This design comes from an exercise in tuning for small area and a short achievable clock period on the open sky130 flow, not from production work. Function was checked by simulation only, so behaviour that the tests miss may differ from the original.

==> run a: inputs <==
// fma
module fma #(
    parameter       WORDWIDTH = 32,
    parameter       EXPONENTWIDTH = 8,
    parameter       MANTISSAWIDTH = 23
)(
    input wire                   clk_I,
    input wire                   rst_n_I,
    input wire [WORDWIDTH-1:0]   operand_a_I,
    input wire [WORDWIDTH-1:0]   operand_b_I,
    input wire [WORDWIDTH-1:0]   operand_c_I,
    input wire [2:0]             rnd_mode,
    input                        gate,
    output wire [WORDWIDTH-1:0]  result_O,
    output wire                  flag_overflow_O,
    output wire                  flag_underflow_O,
    output wire                  done_valid_O
);
==> flow/config.mk <==
export PLATFORM = sky130hd
export DESIGN_NAME = fma
export DESIGN_NICKNAME = fma
export VERILOG_FILES = /design/flow/design.v
export SDC_FILE = /design/flow/constraint.sdc
export NUM_CORES = 4
export LEC_CHECK = 0
export ABC_AREA = 1
export CAP_MARGIN = 20
export CORE_MARGIN = 2
export CORE_UTILIZATION = 40
export SLEW_MARGIN = 20
==> flow/constraint.sdc <==
create_clock -name core_clock -period 22.0 [get_ports {clk_I}]
set_input_delay 4.4000 -clock core_clock [delete_from_list [all_inputs] [get_ports {clk_I}]]
set_output_delay 4.4000 -clock core_clock [all_outputs]
set_load 0.01 [all_outputs]
standard.sh (not shown) runs the stock make flow with config.mk's settings and CLKGATE_MAP_FILE= SYNTH_SCRIPT=/design/flow/synth_recipe.tcl, a recipe that flattens the netlist after the stock synthesis.
==> flow/flow/run.sh <==
#!/bin/bash
# Layout: the standard flow, with timing repair aiming for a setup slack
# of MARGIN ns at the design's clock period (the default aims for 0, which
# this design meets without any repair).
set -euo pipefail
MARGIN=$(cat flow/margin.txt)
bash standard.sh SETUP_SLACK_MARGIN="$MARGIN" finish > standard_flow.log 2>&1
==> flow/flow/margin.txt <==
12
==> inputs of run b, as changes to run a <==
--- a/flow/design.v
+++ b/flow/design.v
@@ -206,29 +206,30 @@
 genvar gk;
 generate for (gk = 0; gk < 24; gk = gk + 1) begin : g_lost
   assign lost_mask[gk] = sw_f > $signed(10'd52 + gk);
 end endgenerate
 wire        st_align = ~zero_ab & |(sig_c & lost_mask);
 wire [24:0]  c_op  = eff_sub ? (~{1'b0, sig_c} + 25'd1) : {1'b0, sig_c};
-wire [4:0]   sw_hi = sh_none ? 5'd0 : (sw_f[6:2] | {5{sh_big}});
-wire [1:0]   sw_lo = sh_none ? 2'd0 : (sw_f[1:0] | {2{sh_big}});
+wire [4:0]   sw_hi = sh_none ? 5'd0 : sw_f[6:2];
+wire [1:0]   sw_lo = sh_none ? 2'd0 : sw_f[1:0];
 wire [100:0] c_sh  = $signed({c_op, 76'b0}) >>> {sw_hi, 2'b00};
 wire [76:0]  q_hi  = c_sh[100:24];
 wire [77:0] pp_s, pp_t, pp_u;
 mul_cs u_mul (.a(sig_a), .b(sig_b), .s(pp_s), .t(pp_t), .u(pp_u));
 reg [77:0] r1_s, r1_t, r1_u;
 reg [76:0] r1_q;
 reg [1:0]  r1_sw_lo;
+reg        r1_big, r1_fill;
 reg        r1_st, r1_eff_sub, r1_sgn_p, r1_sgn_c, r1_nan;
 reg [9:0]  r1_sw, r1_ep;
 reg [7:0]  r1_ec1;
 reg [2:0]  r1_rnd;
 reg        r1_valid, r1_rst;
 always @(posedge clk_I) begin
   r1_s <= pp_s; r1_t <= pp_t; r1_u <= pp_u; r1_q <= q_hi;
-  r1_sw_lo <= sw_lo;
+  r1_sw_lo <= sw_lo; r1_big <= sh_big; r1_fill <= c_op[24];
   r1_st <= st_align; r1_eff_sub <= eff_sub; r1_sgn_p <= sgn_p; r1_sgn_c <= sgn_c;
   r1_nan <= nan_any; r1_sw <= sw_raw; r1_ep <= ep; r1_ec1 <= ec1;
   r1_rnd <= rnd_mode;
 end
 always @(posedge clk_I or negedge rst_n_I) begin
   if (~rst_n_I) begin
@@ -248,33 +249,29 @@
 wire [50:0] lim_mask;
 genvar gm;
 generate for (gm = 0; gm < 51; gm = gm + 1) begin : g_lim
   assign lim_mask[gm] = ep1 >= $signed(10'd49 - gm);
 end endgenerate
 wire [76:0] q_sh  = $signed(r1_q) >>> r1_sw_lo;
-wire [77:0] q_add = {q_sh[76], q_sh};
+wire [77:0] q_add = r1_big ? {78{r1_fill}} : {q_sh[76], q_sh};
 wire [77:0] c1_u = r1_s ^ r1_t ^ r1_u;
 wire [77:0] c1_v = {(r1_s[76:0] & r1_t[76:0]) | (r1_s[76:0] & r1_u[76:0]) | (r1_t[76:0] & r1_u[76:0]), 1'b0};
 wire [77:0] csa_u = c1_u ^ c1_v ^ q_add;
 wire [77:0] csa_v = {(c1_u[76:0] & c1_v[76:0]) | (c1_u[76:0] & q_add[76:0]) | (c1_v[76:0] & q_add[76:0]), 1'b0};
 wire [77:0] x_m1, x_0;
 add_cmp u_add (.u(csa_u), .v(csa_v), .s0(x_m1), .s1(x_0));
 wire        neg  = r1_eff_sub & x_0[77];
 wire [75:0] sum  = neg ? ~x_m1[75:0] : x_0[75:0];
 wire        sgn_r = neg ? r1_sgn_c : r1_sgn_p;
-wire [5:0]  lzc_p, lzc_n;
-wire        no_one_p, no_one_n;
-VAR_LZC #(.C_WIDTH(51), .C_LEADONE_WIDTH(6)) u_lzc_p (.data_I(x_0[50:0]), .leading_one_O(lzc_p), .no_one_O(no_one_p));
-VAR_LZC #(.C_WIDTH(51), .C_LEADONE_WIDTH(6)) u_lzc_n (.data_I(~x_m1[50:0]), .leading_one_O(lzc_n), .no_one_O(no_one_n));
-wire [5:0]  lzc  = neg ? lzc_n : lzc_p;
-wire        ok_p = |(x_0[50:0] & lim_mask);
-wire        ok_n = |(~x_m1[50:0] & lim_mask);
-wire        lz_ok = cond_a & (neg ? ok_n : ok_p);
+wire [5:0]  lzc;
+wire        no_one;
+VAR_LZC #(.C_WIDTH(51), .C_LEADONE_WIDTH(6)) u_lzc (.data_I(sum[50:0]), .leading_one_O(lzc), .no_one_O(no_one));
+wire        lz_ok = cond_a & |(sum[50:0] & lim_mask);
 wire [75:0] sum_rev;
 generate for (gk = 0; gk < 76; gk = gk + 1) begin : g_rev
-  assign sum_rev[gk] = x_0[75 - gk];
+  assign sum_rev[gk] = sum[75 - gk];
 end endgenerate
 wire [6:0]  tz;
 wire        sum_zero;
 lzc76 u_tz (.x(sum_rev), .cnt(tz), .zero(sum_zero));
 reg  [6:0]  lzc26;
 always @(*) begin
@@ -376,49 +373,33 @@
     RU:      rs_i = (rb_i | sb_i) & ~sgn_r;
     RNM:     rs_i = rb_i;
     default: rs_i = 1'b0;
   endcase
 end
 reg [30:0] r2_em;
-reg [2:0]  r2_ab;    
 reg        r2_rs, r2_ovf, r2_sgn, r2_zero, r2_valid;
-wire [2:0] ab_i = {&em_i[22:16], &em_i[15:8], &em_i[7:0]};
 always @(posedge clk_I or negedge rst_n_I) begin
   if (~rst_n_I) begin
-    r2_em <= {8'd1, 23'd0}; r2_ab <= 3'd0; r2_rs <= 1'b0; r2_ovf <= 1'b0;
+    r2_em <= {8'd1, 23'd0}; r2_rs <= 1'b0; r2_ovf <= 1'b0;
     r2_sgn <= 1'b0; r2_zero <= 1'b1;
   end else if (r1_rst) begin
-    r2_em <= 31'd0; r2_ab <= 3'd0; r2_rs <= 1'b0; r2_ovf <= 1'b0;
+    r2_em <= 31'd0; r2_rs <= 1'b0; r2_ovf <= 1'b0;
     r2_sgn <= 1'b0; r2_zero <= 1'b0;
   end else if (r1_valid) begin
-    r2_em <= em_i; r2_ab <= ab_i; r2_rs <= rs_i; r2_ovf <= ovf_i;
+    r2_em <= em_i; r2_rs <= rs_i; r2_ovf <= ovf_i;
     r2_sgn <= sgn_r; r2_zero <= r1_nan;
   end
 end
 always @(posedge clk_I or negedge rst_n_I) begin
   if (~rst_n_I) r2_valid <= 1'b0;
   else          r2_valid <= r1_valid;
 end
 wire [30:0] ones;
-generate for (gk = 0; gk < 31; gk = gk + 1) begin : g_ones
-  if (gk == 0)
-    assign ones[gk] = 1'b1;
-  else if (gk < 8)
-    assign ones[gk] = &r2_em[gk-1:0];
-  else if (gk == 8)
-    assign ones[gk] = r2_ab[0];
-  else if (gk < 16)
-    assign ones[gk] = r2_ab[0] & (&r2_em[gk-1:8]);
-  else if (gk == 16)
-    assign ones[gk] = r2_ab[0] & r2_ab[1];
-  else if (gk < 23)
-    assign ones[gk] = r2_ab[0] & r2_ab[1] & (&r2_em[gk-1:16]);
-  else if (gk == 23)
-    assign ones[gk] = &r2_ab;
-  else
-    assign ones[gk] = (&r2_ab) & (&r2_em[gk-1:23]);
+assign ones[0] = 1'b1;
+generate for (gk = 1; gk < 31; gk = gk + 1) begin : g_ones
+  assign ones[gk] = &r2_em[gk-1:0];
 end endgenerate
 wire [30:0] em_o  = r2_em ^ (ones & {31{r2_rs}});
 wire [7:0]  ex    = r2_em[30:23];
 wire        cy_e  = r2_rs & ones[23];
 wire        unf_o = cy_e ? (&ex) : ~|ex;
 wire        ovf_o = cy_e ? (ex == 8'd254) : (&ex);
==> flow/run.sh (new file) <==
#!/bin/bash
# synth_recipe.tcl (not shown) runs the flow's synth.tcl, then flattens the netlist and writes it again
# the make line also repeats each setting of config.mk as NAME=value (left out here)
make -C /OpenROAD-flow-scripts/flow DESIGN_CONFIG=/design/flow/config.mk WORK_HOME=/design/flow/orfs CLKGATE_MAP_FILE= SYNTH_SCRIPT=/design/flow/synth_recipe.tcl finish
- ABC_AREA: 1 -> default
removed: flow/flow/run.sh
removed: flow/flow/margin.txt
removed: flow/standard.sh
==> run summary <==
- The biggest cell delay along the critical path is 0.80 ns.
- The critical path contains buffers and inverters numbering 7 combined.
- Entering global routing, the biggest net connects 103 pins.
- The least setup slack across all paths after layout is 8.65 ns.
- Setup repair after global routing left no endpoint under its margin.
- The layout inverter count without the clock tree is 630.
- Summing the areas of all fa, ha and maj instances in the mapped netlist gives 20.9% of the synthesized area.
- The final wirelength is 216000 um.
- The worst clock skew is 0.0367 ns.
- The most used cell along the critical path is sky130_fd_sc_hd__buf_4.
- The starting utilization of the core area is 40.4%.
- The flow ran to the end and the layout has no timing, DRC or antenna violations.
-- figures above: run b

==> run summary <==
- The share of cell area taken by muxes after synthesis is 0.877%.
- The biggest cell delay along the critical path is 0.46 ns.
- Entering global routing, the biggest net connects 92 pins.
- Setup repair after global routing could not meet its margin everywhere.
- Together, buffers and inverters on the worst path number 11.
- The worst clock skew is 0.0222 ns.
- The post-CTS resize count is 66.
- The run finished with no timing, DRC or antenna violations.
- The least setup slack across all paths after layout is 12.33 ns.
- The routed design has 194000 um of wire.
- The layout inverter count without the clock tree is 1266.
- The starting utilization of the core area is 40.3%.
-- figures above: run a


==> inputs of job 3833 <==
fma, a different RTL version from the one above (not shown whole).
Settings: LEC_CHECK=0, ABC_AREA=1, CAP_MARGIN=20, CORE_MARGIN=2, CORE_UTILIZATION=40, SLEW_MARGIN=20; clock period 22.0 ns.
==> flow/flow/run.sh <==
#!/bin/bash
set -euo pipefail
MARGIN=$(cat flow/margin.txt)
bash standard.sh SETUP_SLACK_MARGIN="$MARGIN" \
  BUFFER_PORTS_ARGS="-buffer_cell sky130_fd_sc_hd__buf_2" finish > standard_flow.log 2>&1
==> flow/flow/margin.txt <==
13.5
==> job 7014: changes against job 3833 <==
==> flow/flow/margin.txt (replaced) <==
13
==> job 7798: changes against job 3833 <==
--- a/flow/design.v
+++ b/flow/design.v
@@ -154,87 +154,94 @@
     output wire                  flag_underflow_O,
     output wire                  done_valid_O
 );
 wire [46:0] pp_s_nc;
 reg  [46:0] r1_s_nc;
 wire [48:0] pp_t_nc;
 reg  [48:0] r1_t_nc;
 wire [76:0] q_hi;
+wire        sw_lo;
 wire        st_align, eff_sub, sgn_p, sgn_c, nan_any;
 wire [9:0]  sw_raw, ep;
 wire [7:0]  ec1;
 fma_s0 u_s0 (
   .operand_a_I(operand_a_I), .operand_b_I(operand_b_I), .operand_c_I(operand_c_I),
   .pp_s_nc(pp_s_nc), .pp_t_nc(pp_t_nc),
-  .q_hi(q_hi), .st_align(st_align), .eff_sub(eff_sub),
+  .q_hi(q_hi), .sw_lo(sw_lo), .st_align(st_align), .eff_sub(eff_sub),
   .sgn_p(sgn_p), .sgn_c(sgn_c), .nan_any(nan_any), .sw_raw(sw_raw), .ep(ep), .ec1(ec1)
 );
 reg [76:0] r1_q;
+reg        r1_sw_lo;
 reg        r1_st, r1_eff_sub, r1_sgn_p, r1_sgn_c, r1_nan;
 reg [9:0]  r1_sw, r1_ep;
 reg [7:0]  r1_ec1;
 reg [2:0]  r1_rnd;
 reg        r1_valid, r1_rst;
 always @(posedge clk_I) begin
-  r1_s_nc <= pp_s_nc; r1_t_nc <= pp_t_nc; r1_q <= q_hi;
+  r1_s_nc <= pp_s_nc; r1_t_nc <= pp_t_nc; r1_q <= q_hi; r1_sw_lo <= sw_lo;
   r1_st <= st_align; r1_eff_sub <= eff_sub; r1_sgn_p <= sgn_p; r1_sgn_c <= sgn_c;
   r1_nan <= nan_any; r1_sw <= sw_raw; r1_ep <= ep; r1_ec1 <= ec1;
   r1_rnd <= rnd_mode;
 end
 always @(posedge clk_I or negedge rst_n_I) begin
   if (~rst_n_I) begin
     r1_valid <= 1'b0;
     r1_rst   <= 1'b1;
   end else begin
     r1_valid <= ~gate;
     r1_rst   <= 1'b0;
   end
 end
 wire [30:0] em_i;
+wire [1:0]  e_hi;
 wire [2:0]  ab_i;
-wire        rs_i, ovf_i, sgn_r;
+wire        rb_i, st_i, sgn_r;
 fma_s1 u_s1 (
-  .r1_s_nc(r1_s_nc), .r1_t_nc(r1_t_nc), .r1_q(r1_q),
+  .r1_s_nc(r1_s_nc), .r1_t_nc(r1_t_nc), .r1_q(r1_q), .r1_sw_lo(r1_sw_lo),
   .r1_st(r1_st), .r1_eff_sub(r1_eff_sub), .r1_sgn_p(r1_sgn_p), .r1_sgn_c(r1_sgn_c),
-  .r1_sw(r1_sw), .r1_ep(r1_ep), .r1_ec1(r1_ec1), .r1_rnd(r1_rnd),
-  .em_i(em_i), .ab_i(ab_i), .rs_i(rs_i), .ovf_i(ovf_i), .sgn_r(sgn_r)
+  .r1_sw(r1_sw), .r1_ep(r1_ep), .r1_ec1(r1_ec1),
+  .em_i(em_i), .e_hi(e_hi), .ab_i(ab_i), .rb_i(rb_i), .st_i(st_i), .sgn_r(sgn_r)
 );
 reg [30:0] r2_em;
+reg [1:0]  r2_e_hi;
 reg [2:0]  r2_ab;    
-reg        r2_rs, r2_ovf, r2_sgn, r2_zero, r2_valid;
+reg [2:0]  r2_rnd;
+reg        r2_rb, r2_st, r2_sgn, r2_zero, r2_valid;
 always @(posedge clk_I or negedge rst_n_I) begin
   if (~rst_n_I) begin
-    r2_em <= {8'd1, 23'd0}; r2_ab <= 3'd0; r2_rs <= 1'b0; r2_ovf <= 1'b0;
-    r2_sgn <= 1'b0; r2_zero <= 1'b1;
+    r2_em <= {8'd1, 23'd0}; r2_e_hi <= 2'd0; r2_ab <= 3'd0; r2_rb <= 1'b0; r2_st <= 1'b0;
+    r2_rnd <= 3'd0; r2_sgn <= 1'b0; r2_zero <= 1'b1;
   end else if (r1_rst) begin
-    r2_em <= 31'd0; r2_ab <= 3'd0; r2_rs <= 1'b0; r2_ovf <= 1'b0;
-    r2_sgn <= 1'b0; r2_zero <= 1'b0;
+    r2_em <= 31'd0; r2_e_hi <= 2'd0; r2_ab <= 3'd0; r2_rb <= 1'b0; r2_st <= 1'b0;
+    r2_rnd <= 3'd0; r2_sgn <= 1'b0; r2_zero <= 1'b0;
   end else if (r1_valid) begin
-    r2_em <= em_i; r2_ab <= ab_i; r2_rs <= rs_i; r2_ovf <= ovf_i;
-    r2_sgn <= sgn_r; r2_zero <= r1_nan;
+    r2_em <= em_i; r2_e_hi <= e_hi; r2_ab <= ab_i; r2_rb <= rb_i; r2_st <= st_i;
+    r2_rnd <= r1_rnd; r2_sgn <= sgn_r; r2_zero <= r1_nan;
   end
 end
 always @(posedge clk_I or negedge rst_n_I) begin
   if (~rst_n_I) r2_valid <= 1'b0;
   else          r2_valid <= r1_valid;
 end
 fma_s2 u_s2 (
-  .r2_em(r2_em), .r2_ab(r2_ab), .r2_rs(r2_rs), .r2_ovf(r2_ovf), .r2_sgn(r2_sgn), .r2_zero(r2_zero),
+  .r2_em(r2_em), .r2_e_hi(r2_e_hi), .r2_ab(r2_ab), .r2_rb(r2_rb), .r2_st(r2_st), .r2_rnd(r2_rnd),
+  .r2_sgn(r2_sgn), .r2_zero(r2_zero),
   .result_O(result_O), .flag_overflow_O(flag_overflow_O), .flag_underflow_O(flag_underflow_O)
 );
 assign done_valid_O = r2_valid;
 endmodule
 module fma_s0 (
     input wire [31:0] operand_a_I,
     input wire [31:0] operand_b_I,
     input wire [31:0] operand_c_I,
     output wire [46:0] pp_s_nc,
     output wire [48:0] pp_t_nc,
     output wire [76:0] q_hi,
+    output wire        sw_lo,
     output wire        st_align,
     output wire        eff_sub,
     output wire        sgn_p,
     output wire        sgn_c,
     output wire        nan_any,
     output wire [9:0]  sw_raw,
     output wire [9:0]  ep,
     output wire [7:0]  ec1
@@ -286,18 +293,19 @@
 wire [23:0] lost_mask;
 genvar gk;
 generate for (gk = 0; gk < 24; gk = gk + 1) begin : g_lost
   assign lost_mask[gk] = sw_f > $signed(10'd52 + gk);
 end endgenerate
 assign st_align = ~zero_ab & |(sig_c & lost_mask);
 wire [24:0]  c_op  = eff_sub ? (~{1'b0, sig_c} + 25'd1) : {1'b0, sig_c};
 wire [6:0]   sw_c  = sh_none ? 7'd0 : (sw_f[6:0] | {7{sh_big}});
-wire [100:0] c_sh  = $signed({c_op, 76'b0}) >>> sw_c;
+wire [100:0] c_sh  = $signed({c_op, 76'b0}) >>> {sw_c[6:1], 1'b0};
 assign q_hi = c_sh[100:24];
+assign sw_lo = sw_c[0];
 wire [77:0] pp_s, pp_t;
   wire [26:0] m_bx = {2'b00, sig_b, 1'b0};
   wire [12:0] m_one, m_two, m_neg;
   wire [25:0] m_ax = {1'b0, sig_a, 1'b0};
   genvar m_gi;
   generate for (m_gi = 0; m_gi < 13; m_gi = m_gi + 1) begin : m_g_enc
     wire m_b_hi = m_bx[2*m_gi+2], m_b_md = m_bx[2*m_gi+1], m_b_lo = m_bx[2*m_gi];
     assign m_one[m_gi] = m_b_md ^ m_b_lo;
@@ -1122,50 +1130,47 @@
   assign pp_t[77] = 1'b0;
 assign pp_s_nc = {pp_s[49], pp_s[48], pp_s[47], pp_s[46], pp_s[45], pp_s[44], pp_s[43], pp_s[42], pp_s[41], pp_s[40], pp_s[39], pp_s[38], pp_s[37], pp_s[36], pp_s[35], pp_s[34], pp_s[33], pp_s[32], pp_s[31], pp_s[30], pp_s[29], pp_s[28], pp_s[27], pp_s[26], pp_s[25], pp_s[24], pp_s[23], pp_s[22], pp_s[21], pp_s[20], pp_s[19], pp_s[18], pp_s[17], pp_s[16], pp_s[15], pp_s[14], pp_s[13], pp_s[12], pp_s[11], pp_s[10], pp_s[9], pp_s[8], pp_s[7], pp_s[6], pp_s[5], pp_s[4], pp_s[3]};
 assign pp_t_nc = {pp_t[50], pp_t[49], pp_t[48], pp_t[47], pp_t[46], pp_t[45], pp_t[44], pp_t[43], pp_t[42], pp_t[41], pp_t[40], pp_t[39], pp_t[38], pp_t[37], pp_t[36], pp_t[35], pp_t[34], pp_t[33], pp_t[32], pp_t[31], pp_t[30], pp_t[29], pp_t[28], pp_t[27], pp_t[26], pp_t[25], pp_t[24], pp_t[23], pp_t[22], pp_t[21], pp_t[20], pp_t[19], pp_t[18], pp_t[17], pp_t[16], pp_t[15], pp_t[14], pp_t[13], pp_t[12], pp_t[11], pp_t[10], pp_t[9], pp_t[8], pp_t[7], pp_t[6], pp_t[5], pp_t[4], pp_t[3], pp_t[2]};
 endmodule
 module fma_s1 (
     input wire [46:0] r1_s_nc,
     input wire [48:0] r1_t_nc,
     input wire [76:0]  r1_q,
+    input wire         r1_sw_lo,
     input wire         r1_st,
     input wire         r1_eff_sub,
     input wire         r1_sgn_p,
     input wire         r1_sgn_c,
     input wire [9:0]   r1_sw,
     input wire [9:0]   r1_ep,
     input wire [7:0]   r1_ec1,
-    input wire [2:0]   r1_rnd,
     output wire [30:0] em_i,
+    output wire [1:0]  e_hi,
     output wire [2:0]  ab_i,
-    output reg         rs_i,
-    output wire        ovf_i,
+    output wire        rb_i,
+    output wire        st_i,
     output wire        sgn_r
 );
-localparam RNE = 3'd0;
-localparam RTZ = 3'd1;
-localparam RD  = 3'd2;
-localparam RU  = 3'd3;
-localparam RNM = 3'd4;
 genvar gk;
 wire [77:0] r1_s = {1'b1, 1'b1, 1'b1, 1'b1, 1'b1, 1'b1, 1'b1, 1'b1, 1'b1, 1'b1, 1'b1, 1'b1, 1'b1, 1'b1, 1'b1, 1'b1, 1'b1, 1'b1, 1'b1, 1'b1, 1'b1, 1'b1, 1'b1, 1'b1, 1'b1, 1'b1, 1'b1, 1'b1, r1_s_nc[46], r1_s_nc[45], r1_s_nc[44], r1_s_nc[43], r1_s_nc[42], r1_s_nc[41], r1_s_nc[40], r1_s_nc[39], r1_s_nc[38], r1_s_nc[37], r1_s_nc[36], r1_s_nc[35], r1_s_nc[34], r1_s_nc[33], r1_s_nc[32], r1_s_nc[31], r1_s_nc[30], r1_s_nc[29], r1_s_nc[28], r1_s_nc[27], r1_s_nc[26], r1_s_nc[25], r1_s_nc[24], r1_s_nc[23], r1_s_nc[22], r1_s_nc[21], r1_s_nc[20], r1_s_nc[19], r1_s_nc[18], r1_s_nc[17], r1_s_nc[16], r1_s_nc[15], r1_s_nc[14], r1_s_nc[13], r1_s_nc[12], r1_s_nc[11], r1_s_nc[10], r1_s_nc[9], r1_s_nc[8], r1_s_nc[7], r1_s_nc[6], r1_s_nc[5], r1_s_nc[4], r1_s_nc[3], r1_s_nc[2], r1_s_nc[1], r1_s_nc[0], 1'b1, 1'b1, 1'b1};
 wire [77:0] r1_t = {1'b0, 1'b0, 1'b0, 1'b0, 1'b0, 1'b0, 1'b0, 1'b0, 1'b0, 1'b0, 1'b0, 1'b0, 1'b0, 1'b0, 1'b0, 1'b0, 1'b0, 1'b0, 1'b0, 1'b0, 1'b0, 1'b0, 1'b0, 1'b0, 1'b0, 1'b0, 1'b0, r1_t_nc[48], r1_t_nc[47], r1_t_nc[46], r1_t_nc[45], r1_t_nc[44], r1_t_nc[43], r1_t_nc[42], r1_t_nc[41], r1_t_nc[40], r1_t_nc[39], r1_t_nc[38], r1_t_nc[37], r1_t_nc[36], r1_t_nc[35], r1_t_nc[34], r1_t_nc[33], r1_t_nc[32], r1_t_nc[31], r1_t_nc[30], r1_t_nc[29], r1_t_nc[28], r1_t_nc[27], r1_t_nc[26], r1_t_nc[25], r1_t_nc[24], r1_t_nc[23], r1_t_nc[22], r1_t_nc[21], r1_t_nc[20], r1_t_nc[19], r1_t_nc[18], r1_t_nc[17], r1_t_nc[16], r1_t_nc[15], r1_t_nc[14], r1_t_nc[13], r1_t_nc[12], r1_t_nc[11], r1_t_nc[10], r1_t_nc[9], r1_t_nc[8], r1_t_nc[7], r1_t_nc[6], r1_t_nc[5], r1_t_nc[4], r1_t_nc[3], r1_t_nc[2], r1_t_nc[1], r1_t_nc[0], 1'b0, 1'b0};
 wire signed [9:0] sw1 = r1_sw;
 wire signed [9:0] ep1 = r1_ep;
 wire        cond_a  = (sw1 >= 10'sd27) | (r1_eff_sub & (sw1 >= 10'sd25));
 wire        sh_none1 = sw1 < 10'sd1;
 wire [9:0]  e_alt   = cond_a ? r1_ep : {2'b0, r1_ec1};
 wire [6:0]  sh_alt  = cond_a ? (7'd53 - r1_sw[6:0]) : (sh_none1 ? 7'd0 : r1_sw[6:0]);
 wire [50:0] lim_mask;
 genvar gm;
 generate for (gm = 0; gm < 51; gm = gm + 1) begin : g_lim
   assign lim_mask[gm] = ep1 >= $signed(10'd49 - gm);
 end endgenerate
-wire [77:0] q_add = {r1_q[76], r1_q};
+wire [76:0] q_sh  = r1_sw_lo ? {r1_q[76], r1_q[76:1]} : r1_q;
+wire [77:0] q_add = {q_sh[76], q_sh};
 wire [77:0] csa_u = r1_s ^ r1_t ^ q_add;
 wire [77:0] csa_v = {(r1_s[76:0] & r1_t[76:0]) | (r1_s[76:0] & q_add[76:0]) | (r1_t[76:0] & q_add[76:0]), 1'b0};
 wire [77:0] x_m1, x_0;
   wire [77:0] a_g = csa_u & csa_v;
   wire [77:0] a_p = csa_u ^ csa_v;
   wire a_G1 = a_g[1] | (a_p[1] & a_g[0]);
   wire a_P1 = a_p[1] & a_p[0];
   wire a_G2 = a_g[3] | (a_p[3] & a_g[2]);
@@ -2404,68 +2409,77 @@
 wire [24:0] sig_n = top2 ? win[26:2] : top1 ? win[25:1] : top0 ? win[24:0] : 25'd0;
 wire        st_n  = ~sum_zero & ((top2 & (tzsh <= 8'd51)) | (top1 & (tzsh <= 8'd50)) | (top0 & (tzsh <= 8'd49)));
 wire        sticky = st_n | r1_st;
 wire [9:0]  e_b   = cond_a ? 10'd0 : r1_ec1;
 wire [9:0]  ep2   = r1_ep + 10'd2;
 wire [9:0]  e_lz  = ep2 - {4'b0, lzc};
 wire [9:0]  e_p1  = e_b + 10'd1;
 wire [9:0]  e_m1  = e_b - 10'd1;
-wire        ov_lz = $signed(e_lz) >= 10'sd255;
-wire        ov_p1 = $signed(e_p1) >= 10'sd255;
-wire        ov_0  = $signed(e_b)  >= 10'sd255;
-wire        ov_m1 = $signed(e_m1) >= 10'sd255;
 wire [9:0]  e_nn  = lz_ok ? e_lz : top2 ? e_p1 : top1 ? e_b : top0 ? e_m1 : 10'd0;
-assign ovf_i = lz_ok ? ov_lz : top2 ? ov_p1 : top1 ? ov_0 : top0 ? ov_m1 : 1'b0;
-assign em_i  = ovf_i ? {8'd254, 23'd0} : {e_nn[7:0], sig_n[23:1]};
-wire        rb_i  = ovf_i | sig_n[0];
-wire        sb_i  = ovf_i | sticky;
-always @(*) begin
-  case (r1_rnd)
-    RNE:     rs_i = rb_i & (sb_i | sig_n[1]);
-    RD:      rs_i = (rb_i | sb_i) & sgn_r;
-    RU:      rs_i = (rb_i | sb_i) & ~sgn_r;
-    RNM:     rs_i = rb_i;
-    default: rs_i = 1'b0;
-  endcase
-end
-assign ab_i  = {&em_i[22:16], &em_i[15:8], &em_i[7:0]};
+assign e_hi   = e_nn[9:8];
+assign em_i   = {e_nn[7:0], sig_n[23:1]};
+assign rb_i   = sig_n[0];
+assign st_i   = sticky;
+assign ab_i   = {&em_i[22:16], &em_i[15:8], &em_i[7:0]};
 endmodule
 module fma_s2 (
     input wire [30:0] r2_em,
+    input wire [1:0]  r2_e_hi,
     input wire [2:0]  r2_ab,
-    input wire        r2_rs,
-    input wire        r2_ovf,
+    input wire        r2_rb,
+    input wire        r2_st,
+    input wire [2:0]  r2_rnd,
     input wire        r2_sgn,
     input wire        r2_zero,
     output wire [31:0] result_O,
     output wire        flag_overflow_O,
     output wire        flag_underflow_O
 );
+localparam RNE = 3'd0;
+localparam RTZ = 3'd1;
+localparam RD  = 3'd2;
+localparam RU  = 3'd3;
+localparam RNM = 3'd4;
+wire        ovf_i = ~r2_e_hi[1] & (r2_e_hi[0] | (&r2_em[30:23]));
+wire [30:0] em    = ovf_i ? {8'd254, 23'd0} : r2_em;
+wire [2:0]  ab    = ovf_i ? 3'd0 : r2_ab;
+wire        rb    = ovf_i | r2_rb;
+wire        sb    = ovf_i | r2_st;
+reg         rs;
+always @(*) begin
+  case (r2_rnd)
+    RNE:     rs = rb & (sb | r2_em[0]);
+    RD:      rs = (rb | sb) & r2_sgn;
+    RU:      rs = (rb | sb) & ~r2_sgn;
+    RNM:     rs = rb;
+    default: rs = 1'b0;
+  endcase
+end
 wire [30:0] ones;
 genvar gk;
 generate for (gk = 0; gk < 31; gk = gk + 1) begin : g_ones
   if (gk == 0)
     assign ones[gk] = 1'b1;
   else if (gk < 8)
-    assign ones[gk] = &r2_em[gk-1:0];
+    assign ones[gk] = &em[gk-1:0];
   else if (gk == 8)
-    assign ones[gk] = r2_ab[0];
+    assign ones[gk] = ab[0];
   else if (gk < 16)
-    assign ones[gk] = r2_ab[0] & (&r2_em[gk-1:8]);
+    assign ones[gk] = ab[0] & (&em[gk-1:8]);
   else if (gk == 16)
-    assign ones[gk] = r2_ab[0] & r2_ab[1];
+    assign ones[gk] = ab[0] & ab[1];
   else if (gk < 23)
-    assign ones[gk] = r2_ab[0] & r2_ab[1] & (&r2_em[gk-1:16]);
+    assign ones[gk] = ab[0] & ab[1] & (&em[gk-1:16]);
   else if (gk == 23)
-    assign ones[gk] = &r2_ab;
+    assign ones[gk] = &ab;
   else
-    assign ones[gk] = (&r2_ab) & (&r2_em[gk-1:23]);
+    assign ones[gk] = (&ab) & (&em[gk-1:23]);
 end endgenerate
-wire [30:0] em_o  = r2_em ^ (ones & {31{r2_rs}});
-wire [7:0]  ex    = r2_em[30:23];
-wire        cy_e  = r2_rs & ones[23];
+wire [30:0] em_o  = em ^ (ones & {31{rs}});
+wire [7:0]  ex    = em[30:23];
+wire        cy_e  = rs & ones[23];
 wire        unf_o = cy_e ? (&ex) : ~|ex;
 wire        ovf_o = cy_e ? (ex == 8'd254) : (&ex);
 assign result_O         = (r2_zero | unf_o) ? 32'b0 : {r2_sgn, em_o};
-assign flag_overflow_O  = r2_ovf | ovf_o;
+assign flag_overflow_O  = ovf_i | ovf_o;
 assign flag_underflow_O = unf_o;
 endmodule
==> run summary <==
item                                                                                           job 3833          job 7798             job 7014
Result of the run                                                              finished with violations    finished clean       finished clean
Violated checks                                         max-capacitance violations, max-slew violations                 -                    -
Number of unique standard cell types used by synthesis                                               72                70                   72
Timing endpoint of the critical path                                                   r1_q[49]$_DFF_P_  r1_q[44]$_DFF_P_  r1_s_nc[29]$_DFF_P_
Post-route design area                                                                        50770 um2         51670 um2            47640 um2
DR vias/cell                                                                                      5.767             5.825                5.685
Post-Layout Cell Count                                                                             8232              8328                 8093
Met2 Use GR                                                                                      0.5165            0.5734               0.5300
Initial antenna violation count                                                                       2                 5                    3
Skew final                                                                                   0.01345 ns        0.06467 ns           0.02761 ns
Reg2Reg Setup Slack                                                                            13.87 ns          13.71 ns             13.30 ns
Net total in the final layout                                                                      7485              7560                 7342
# clock sinks                                                                                       250               256                  250
Synthesized-area fraction occupied by adder cells                                                0.2286            0.2246               0.2286
Minimum period implied by the final worst setup slack                                          8.866 ns          8.821 ns             8.857 ns
First-pass GRT wire length                                                                    282700 um         294900 um            283200 um

port drivers added, routing unchanged:
How much do the figures lean on ideal ports? The routed layouts below were timed once more, with nothing changed but the port constraints. Step 1 assumes that a clkbuf_16 drives the clock port and a buf_2 every other input. Step 2 moves the port delays by t, midway between the first and last clock arrival at a register: inputs arrive t later, outputs are due t later. That takes back most of the time a late clock gives input paths. Slacks: no drivers / after step 1 / after step 2; pairs: no drivers / after step 1.
run | shift t [ns] | slack for setup (ns) | worst data-port slew with drivers (ns) | cell pins on the clock port's net
run a | 0.649 | 12.332 / 12.332 / 11.857 | 0.09 | 1
run b | 0.651 | 8.648 / 8.648 / 8.648 | 0.05 | 1
job 3833 | 0.651 | 13.134 / 13.151 / 12.500 | 0.09 | 1
job 7014 | 0.676 | 13.143 / 13.192 / 12.516 | 0.08 | 1
job 7798 | 0.696 | 13.179 / 13.206 / 12.510 | 0.12 | 1
The setup slack of job 7798, which loses most, moves by +0.027 ns with the drivers and by -0.669 ns with both steps.
